Context: an optimization exercise on an open-source flow, tuned for a short achievable clock period and few clock cycles. The choices shown serve that exercise and are no tape-out recipe.
The RTL was checked by simulation tests, not by an equivalence proof against the original design.
Power and IR drop assume default switching activity.

===== flow/config.mk =====
export PLATFORM = sky130hd
export DESIGN_NAME = CONNECTED
export DESIGN_NICKNAME = CONNECTED
export VERILOG_FILES = /design/flow/design.v
export SDC_FILE = /design/flow/constraint.sdc
export NUM_CORES = 4
export LEC_CHECK = 0
export CAP_MARGIN = 20
export CORE_MARGIN = 2
export CORE_UTILIZATION = 40
export PLACE_DENSITY = 0.6
export SLEW_MARGIN = 20

===== flow/constraint.sdc =====
create_clock -name core_clock -period 8.0 [get_ports {clk}]
set_input_delay 1.6000 -clock core_clock [delete_from_list [all_inputs] [get_ports {clk}]]
set_output_delay 1.6000 -clock core_clock [all_outputs]
set_load 0.01 [all_outputs]

===== flow/design.v =====
module MUX2x1(input Sel, input [31:0] A, B, output [31:0] O);
    assign O = (Sel)? B:A;
endmodule
module MUX3x1(input [1:0] Sel, input [31:0] A, B, C, output [31:0] O);
    assign O = (Sel[1])? C:(Sel[0]? B:A);
endmodule
module ALU(out_sig, zero, a, b, alu_ct);
  output reg [31:0]out_sig;
  output zero;
  input [31:0]a;
  input [31:0]b;
  input [3:0]alu_ct;
  assign zero = (out_sig==0);
  always @ ( alu_ct, a, b) begin
	case ( alu_ct)
	0: out_sig <= a & b;  
	1: out_sig <= a | b;   
	2: out_sig <= a + b;  
	6: out_sig <= a - b;  
	default: out_sig <= 0;  
	endcase
   end
endmodule
module alu_control( ALUCtl, ALUOp, FuncCode);
   input [1:0] ALUOp;
   input [3:0] FuncCode;
   output reg [3:0]ALUCtl;
   always @ (ALUOp, FuncCode) begin
   if (ALUOp==2'b00)  
     ALUCtl <= 2;  
   else if(ALUOp==2'b01) 
       ALUCtl <= 6;  
   else if (ALUOp==2'b10)
      begin
      case(FuncCode)              
	   0: ALUCtl <= 2;  
	   8: ALUCtl <= 6;  
	   7: ALUCtl <= 0;  
	   6: ALUCtl <= 1;  
	   default: ALUCtl <=15;  
       endcase
      end
   else ALUCtl <=15;
   end
endmodule
module IMM_GEN(sign_ex_imm, inst);
   input [31:0]inst;
   output reg [31:0]sign_ex_imm;
   wire [6:0]opcode;
   assign opcode = inst[6:0]; 
   always @ (inst)
   begin
   case (opcode)
	7'd03: sign_ex_imm <= { {20{inst[31]}}, inst[31:20]}; 
	7'd35: sign_ex_imm  <= { {20{inst[31]}}, inst[31:25], inst[11:7]};  
	7'd99: sign_ex_imm  <= { {19{inst[31]}}, inst[31], inst[7],
                                    inst[30:25], inst[11:8], 1'b0}; 
	default: sign_ex_imm <= 32'b0;
   endcase
   end
endmodule
module REGISTER_FILE( input [4:0] Read_Reg1,
                      input [4:0] Read_Reg2,
                      input [4:0] Write_Reg,
                      input [31:0] Write_Data,
                      input Reset,
                      input Clk,
                      input RegWrite,
                      output [31:0] Read_Data1,
                      output [31:0] Read_Data2
                     );
reg [31:0] R [15:0];
integer ind;
assign Read_Data1 = (Read_Reg1[3:0] == 4'd0) ? 32'b0 : R[Read_Reg1[3:0]];
assign Read_Data2 = (Read_Reg2[3:0] == 4'd0) ? 32'b0 : R[Read_Reg2[3:0]];
always @(posedge Clk)
begin
    if (Reset == 1)
    begin
        for (ind = 0; ind < 16; ind = ind + 1)
            if (ind != 14)
                R[ind] <= 32'b0;
            else
                R[ind] <= 32'h1000;
    end
    else if (RegWrite == 1 && Write_Reg[3:0] != 4'd0)       
        R[Write_Reg[3:0]] <= Write_Data;
end
endmodule
module CONTROL(input [6:0] Opcode, input clk, rst, 
    output reg [1:0] PCSource, ALUOp, ALUSrcB, ALUSrcA,
    output reg PCWriteCond, PCWrite, IorD, MemRead, MemWrite,
        Mem2Reg, IRWrite, RegWrite);
    integer Step;
    always@(posedge clk)
    if(rst) begin 
        {PCSource, ALUOp, ALUSrcB,PCWriteCond, PCWrite, IorD, 
            MemRead, MemWrite, Mem2Reg, IRWrite, ALUSrcA, RegWrite} <= 0;
        Step <= 1;
    end
    else begin
        if (Step == 1)
	    begin
                PCSource <= 0;
                ALUOp <= 0;
                ALUSrcA <= 0;
                ALUSrcB <= 1;
                PCWriteCond <= 0;
                PCWrite <= 1;
                IorD <= 0;
                MemRead <= 1;
                MemWrite <= 0;
                Mem2Reg <= 0;
                IRWrite <= 1;
                RegWrite <= 0;
            end
        else if (Step == 2)
	    begin
                ALUSrcA <= 2;
                ALUSrcB <= 2;
                PCWrite <= 0;
                MemRead <= 0;
                IRWrite <= 0;
            end
        else if (Step == 3)
	    casex(Opcode[6:4])
                3'b0?0: begin
                    ALUSrcA <= 1;
                    ALUSrcB <= 2;
                    ALUOp <= 0;
                end
                3'b011: begin
                    ALUSrcA <= 1;
                    ALUSrcB <= 0;
                    ALUOp <= 2;
                end
                3'b110: begin
                    PCSource <= 1;
                    PCWriteCond <= 1;
                    ALUSrcA <= 1;
                    ALUSrcB <= 0;
                    ALUOp <= 1;
                end
            endcase
        else if (Step == 4)
	    begin
            PCWriteCond <= 0;
	    casex(Opcode[6:4])
                3'b000: begin
                    MemRead <= 1;
                    IorD <= 1;
                end
                3'b010: begin
                    MemWrite <= 1;
                    IorD <= 1;
                end
                3'b011: begin
                    RegWrite <= 1;
                    Mem2Reg <= 0;
                end
            endcase
            end
        else if (Step == 5)
	    begin
            MemWrite <= 0;
            RegWrite <= 0;
	    if(Opcode[6:4] == 3'b000) begin
                RegWrite <= 1;
                Mem2Reg <= 1;
            end
            end
        if (Step == 5) Step <= 1;
        else Step <= Step + 1;
    end
endmodule
module CONNECTED
    (
    input clk, rst,
    input [31:0] mem_rdata,
    output [31:0] mem_addr, mem_wdata,
    output mem_we, mem_re
    );
    wire pc_sel, pc_write_cond, pc_write, I_or_D, mem_read, mem_write,
        mem_to_reg, IR_write, reg_write, alu_zero_out, and_or;
    wire [3:0] alu_ctl;
    wire [31:0] read_data1, read_data2, write_data, imm_out_val, alu_input_A,
        alu_input_B, alu_out_signal, read_mem_data, pc_in, mem_address;
    wire [1:0] pc_src, alu_op, alu_src_B, alu_src_A;
    reg [31:0] pc_out, pc_old, instruction, mem_data_reg, A, B, ALUOut;
    MUX2x1 mux_I_or_D(I_or_D, pc_out, ALUOut, mem_address);
    assign mem_addr = mem_address;
    assign mem_wdata = B;
    assign mem_we = mem_write;
    assign mem_re = mem_read;
    assign read_mem_data = mem_rdata;
    MUX2x1 mux_mem_to_reg(mem_to_reg, ALUOut, mem_data_reg, write_data);
    REGISTER_FILE register_file(instruction[19:15], instruction[24:20], instruction[11:7], write_data, 
        rst, clk , reg_write, read_data1, read_data2);
    IMM_GEN imm_gen(imm_out_val, instruction);
    MUX3x1 mux_alu_input_A(alu_src_A, pc_out, A, pc_old, alu_input_A);
    MUX3x1 mux_alu_input_B(alu_src_B, B, 32'h4, imm_out_val, alu_input_B);
    ALU alu(alu_out_signal, alu_zero_out,alu_input_A, alu_input_B, alu_ctl);
    MUX2x1 muxPCSource(pc_src[0], alu_out_signal, ALUOut, pc_in);
    and(and_or, alu_zero_out, pc_write_cond);
    or(pc_sel, and_or, pc_write);
    CONTROL control(instruction[6:0], clk, rst, pc_src, alu_op, alu_src_B, alu_src_A,
        pc_write_cond, pc_write, I_or_D, mem_read, mem_write,
        mem_to_reg, IR_write, reg_write);
    alu_control aluControl(alu_ctl, alu_op, {instruction[30], instruction[14:12]});
    always@(posedge clk)
    if (rst) begin
        pc_out <= 0;
        pc_old <= 0;
        instruction <= 0;
        mem_data_reg <= 0;
        A <= 0;
        B <= 0;
        ALUOut <= 0;
    end
    else begin
        if(pc_sel) pc_out <= pc_in;
        if(IR_write) begin
            instruction <= read_mem_data;
            pc_old <= pc_out;
        end
        mem_data_reg <= read_mem_data;
        A <= read_data1;
        B <= read_data2;
        ALUOut <= alu_out_signal;
    end
endmodule

===== flow/run.sh =====
#!/bin/bash
# synth_recipe.tcl (not shown) runs the flow's synth.tcl, then flattens the netlist and writes it again
# the make line also repeats each setting of config.mk as NAME=value (left out here)
make -C /OpenROAD-flow-scripts/flow DESIGN_CONFIG=/design/flow/config.mk WORK_HOME=/design/flow/orfs CLKGATE_MAP_FILE= SYNTH_SCRIPT=/design/flow/synth_recipe.tcl finish

==> flow_summary.ini <==
[status]
status = timing/DRC/antenna clean

[critical_path]
crit_required_ns = 8.53
slowest_delay_ns = 0.57
reg2reg_depth = 26
startpoint_type = register
crit_family = simple AND/OR/NAND/NOR gates
arrival_ns = 7.52
crit_path_end_kind = register
worst-path-buf-inv = 1
cp_num_cells = 26
crit_slowest_cell = or4b_4
critical_path_class = register to register
crit_fanout = 20

[floorplanning]
start_util_pct = 40.2
die_area_um2 = 103000
die_y_um = 320
row_count = 116
die_width_um = 320
design.portCount = 100
core_um2 = 99700

[clock_network]
ctsRootBufferMaster = clkbuf_16
cts_hold_buf = 0
cts_buffer_depth = 3
clk_latency_ns = 0.65
cts_buffers = 83
clock_sinks = 781
cts_tree = yes
cts_max_level = 3
cts_resized = 0
post_cts_buffers = 0
clkTransAtPathRegs_ns = 0.06

[yosys]
ys_types = 89
ys_seq_area_share_pct = 51.8
synth_seq_cells = 781
ys_warn_count = 6
synthArstFlopShare_pct = 0
synth_edf_count = 512
syn_inst = 3280
synth_area_um2 = 40000
syn_area_per_cell_um2 = 12.2
ys.flop_type = edfxtp_1

[cells_and_area]
final_layout_size_suffix_gt1_share_pct = 19.8
nets = 3393
regMostFlops = register_file.R
nFillCells = 8923
layout_common_cells = 755 x nor2_1, 512 x edfxtp_1, 320 x mux4_2
syn_to_final_growth_pct = 13.1
largest_reg_flops = 512
final_common_cell = nor2_1

[timing]
layout_setup_ws_ns = 1.01
finalSetupViolCount = 0
hold_viol_final = 0
fin_worst_skew_ns = 0.0250
finalCriticalPeriod_ns = 6.99
rsz0062_at_grt = no
period_share_pct = 87.4
final.setup.tns_ns = 0
slew_viol_final = 0
relSlewSlack_pct = 16.9
fmax_mhz = 143
tightest_slew_ns = 1.22

[routing]
routed_wl_mm = 130
dr.pass1.iters = 5
via_per_inst = 5.98
drtIter0Drc = 3136
vias = 28000
drc = 0
wl_per_cell_um = 27.8
ant_nets = 0

[pwr]
ir_drop_v = 0.000170
p_int_mw = 8.96
power_frac_seq_pct = 35.5
power_switching_mw = 5.19
switching_share_pct = 36.7
power_density_nw_per_um2 = 312
combinationalPowerShare_pct = 37.5
pwr-share-clk_pct = 27.0
p_leak_nw = 15.3

[global_routing]
grt_max_degree = 100
antenna_found_initial = 2
track_usage_pct = 25.2
grt_pass1_vias = 27100
grt_first_pass_wirelength_mm = 188
grt.overflow.total = 0

[placed_design]
place.gp.congestion = 0.938
preCtsSetupSlack_ns = 1.11
dp_hpwl_mm = 81.8
port_buffers = 99

[hold_path]
hp-class = register to register
hold_depth = 2

[run]
max_cap_violations = 0
path summary, 6_finish.rpt:
path                              end                start  slack (ns)
setup / recovery           pc_out[10]       instruction[4]        1.01
hold / removal    control.PCWriteCond  control.PCWriteCond        0.48
setup reg to reg           pc_out[10]       instruction[4]        1.01
hold reg to reg   control.PCWriteCond  control.PCWriteCond        0.48
metrics by stage:
step | hold WS (ns) | power [mW] | cells | cell area, µm² | utilization [%]
2_1_floorplan | 0.437 | 8.53 | 3311 | 40200 | -
3_3_place_gp | 0.459 | 10.3 | 4531 | 42600 | 42.7
3_5_place_dp | 0.459 | 10.3 | 4533 | 42600 | 42.7
4_1_cts | 0.478 | 14.2 | 4685 | 45300 | 45.4
5_1_grt | 0.492 | 14.8 | 4685 | 45300 | 45.4
6_report | 0.477 | 14.2 | 4686 | 45300 | 45.4
synthesized netlist by cell type (9+ instances only):
cell / instances / share of area, %
a21oi_1: 119 / 1.5
xnor2_1: 22 / 0.48
nand3_1: 31 / 0.39
clkbuf_1: 194 / 1.8
edfxtp_1: 512 / 38
and3_1: 15 / 0.23
a21o_1: 9 / 0.17
a22oi_1: 26 / 0.49
buf_2: 17 / 0.21
nand4_1: 15 / 0.23
o21ai_0: 99 / 1.2
a31oi_1: 14 / 0.22
nor2_1: 756 / 7.1
mux2_2: 34 / 0.96
mux2i_1: 135 / 3.4
nor2b_1: 135 / 2.1
xor2_1: 43 / 0.94
mux2_4: 25 / 0.94
maj3_1: 12 / 0.30
ha_1: 38 / 1.2
nor3_1: 18 / 0.22
o21a_1: 18 / 0.34
nand2_1: 175 / 1.6
or3_1: 14 / 0.22
inv_1: 22 / 0.21
dfxtp_1: 269 / 13
mux4_2: 320 / 18
buf_1: 51 / 0.48
logic make-up (layout without fill, tap and decap cells):
group,after synthesis,in the layout,synth area share [%]
other,1,33,0.00936
multiplexers,514,514,23.3
AND/OR/NAND/NOR,1214,1214,13.2
adder cells (fa/ha/maj),51,51,1.54
buffers and inverters,288,364,2.88
flip-flops,781,781,51.8
AO/OA/AOI/OAI,365,365,5.76
XOR/XNOR,66,66,1.48
routing by layer:
metal  up-vias  GRT usage (%)  wire, µm
met4         4           8.44      4400
met3       253           4.27     11600
met2      1472           41.0     61500
li1      12200              -         -
met1     14100           34.4     52600
met5         -              0        27
worst min-delay path, stage by stage, from the launching register on:
cell     delay (ns)
dfxtp_1        0.31
nand2_1        0.05
a21oi_1        0.06
power by group through the flow:
stage          Clock, mW  Combinational (mW)  Sequential, mW
2_1_floorplan          0                3.66            4.87
3_3_place_gp           0                5.25            5.09
3_5_place_dp           0                5.22            5.10
4_1_cts             3.88                5.26            5.02
5_1_grt             4.03                5.70            5.06
6_report            3.82                5.31            5.03
area by class of cell:
| type | count | area, µm² | area share [%] |
|---|---|---|---|
| Clock buffer | 109 | 2280 | 5.03 |
| Tap cell | 1298 | 1620 | 3.58 |
| Clock inverter | 43 | 382 | 0.842 |
| Antenna cell | 1 | 2.50 | 0.00552 |
| Multi-Input combinational cell | 2242 | 18400 | 40.7 |
| Inverter | 22 | 82.6 | 0.182 |
| Sequential cell | 781 | 20800 | 45.9 |
| Timing Repair Buffer | 190 | 1710 | 3.76 |
Testbench counts, summed over its fixed seeds: cycles 305,590.

## static timing again, ports no longer ideal
In the flow no input, the clock included, has a driving cell. The finished layout below was timed again as built, in two steps.
Step 1 (the two cells are an assumption about what drives the block):
set clk [get_ports {clk}]
set_driving_cell -lib_cell sky130_fd_sc_hd__clkbuf_16 $clk
set_driving_cell -lib_cell sky130_fd_sc_hd__buf_2 [delete_from_list [all_inputs] $clk]
Step 2, shift: input delay + t, output delay - t, t = (earliest + latest rising clock arrival at the registers) / 2. This alone moves slack from input paths to output paths.
Slacks: ideal ports / drivers / drivers and shift; pairs: ideal ports / drivers.
t (ns): 0.710
setup slack, ns: 1.008 / 1.008 / 1.008
worst setup path at the end: register to register
pins driven straight from the clock port: 1
After both steps this run still meets setup and hold. The setup slack of this run moves by 0.000 ns with the drivers and by 0.000 ns with both steps.
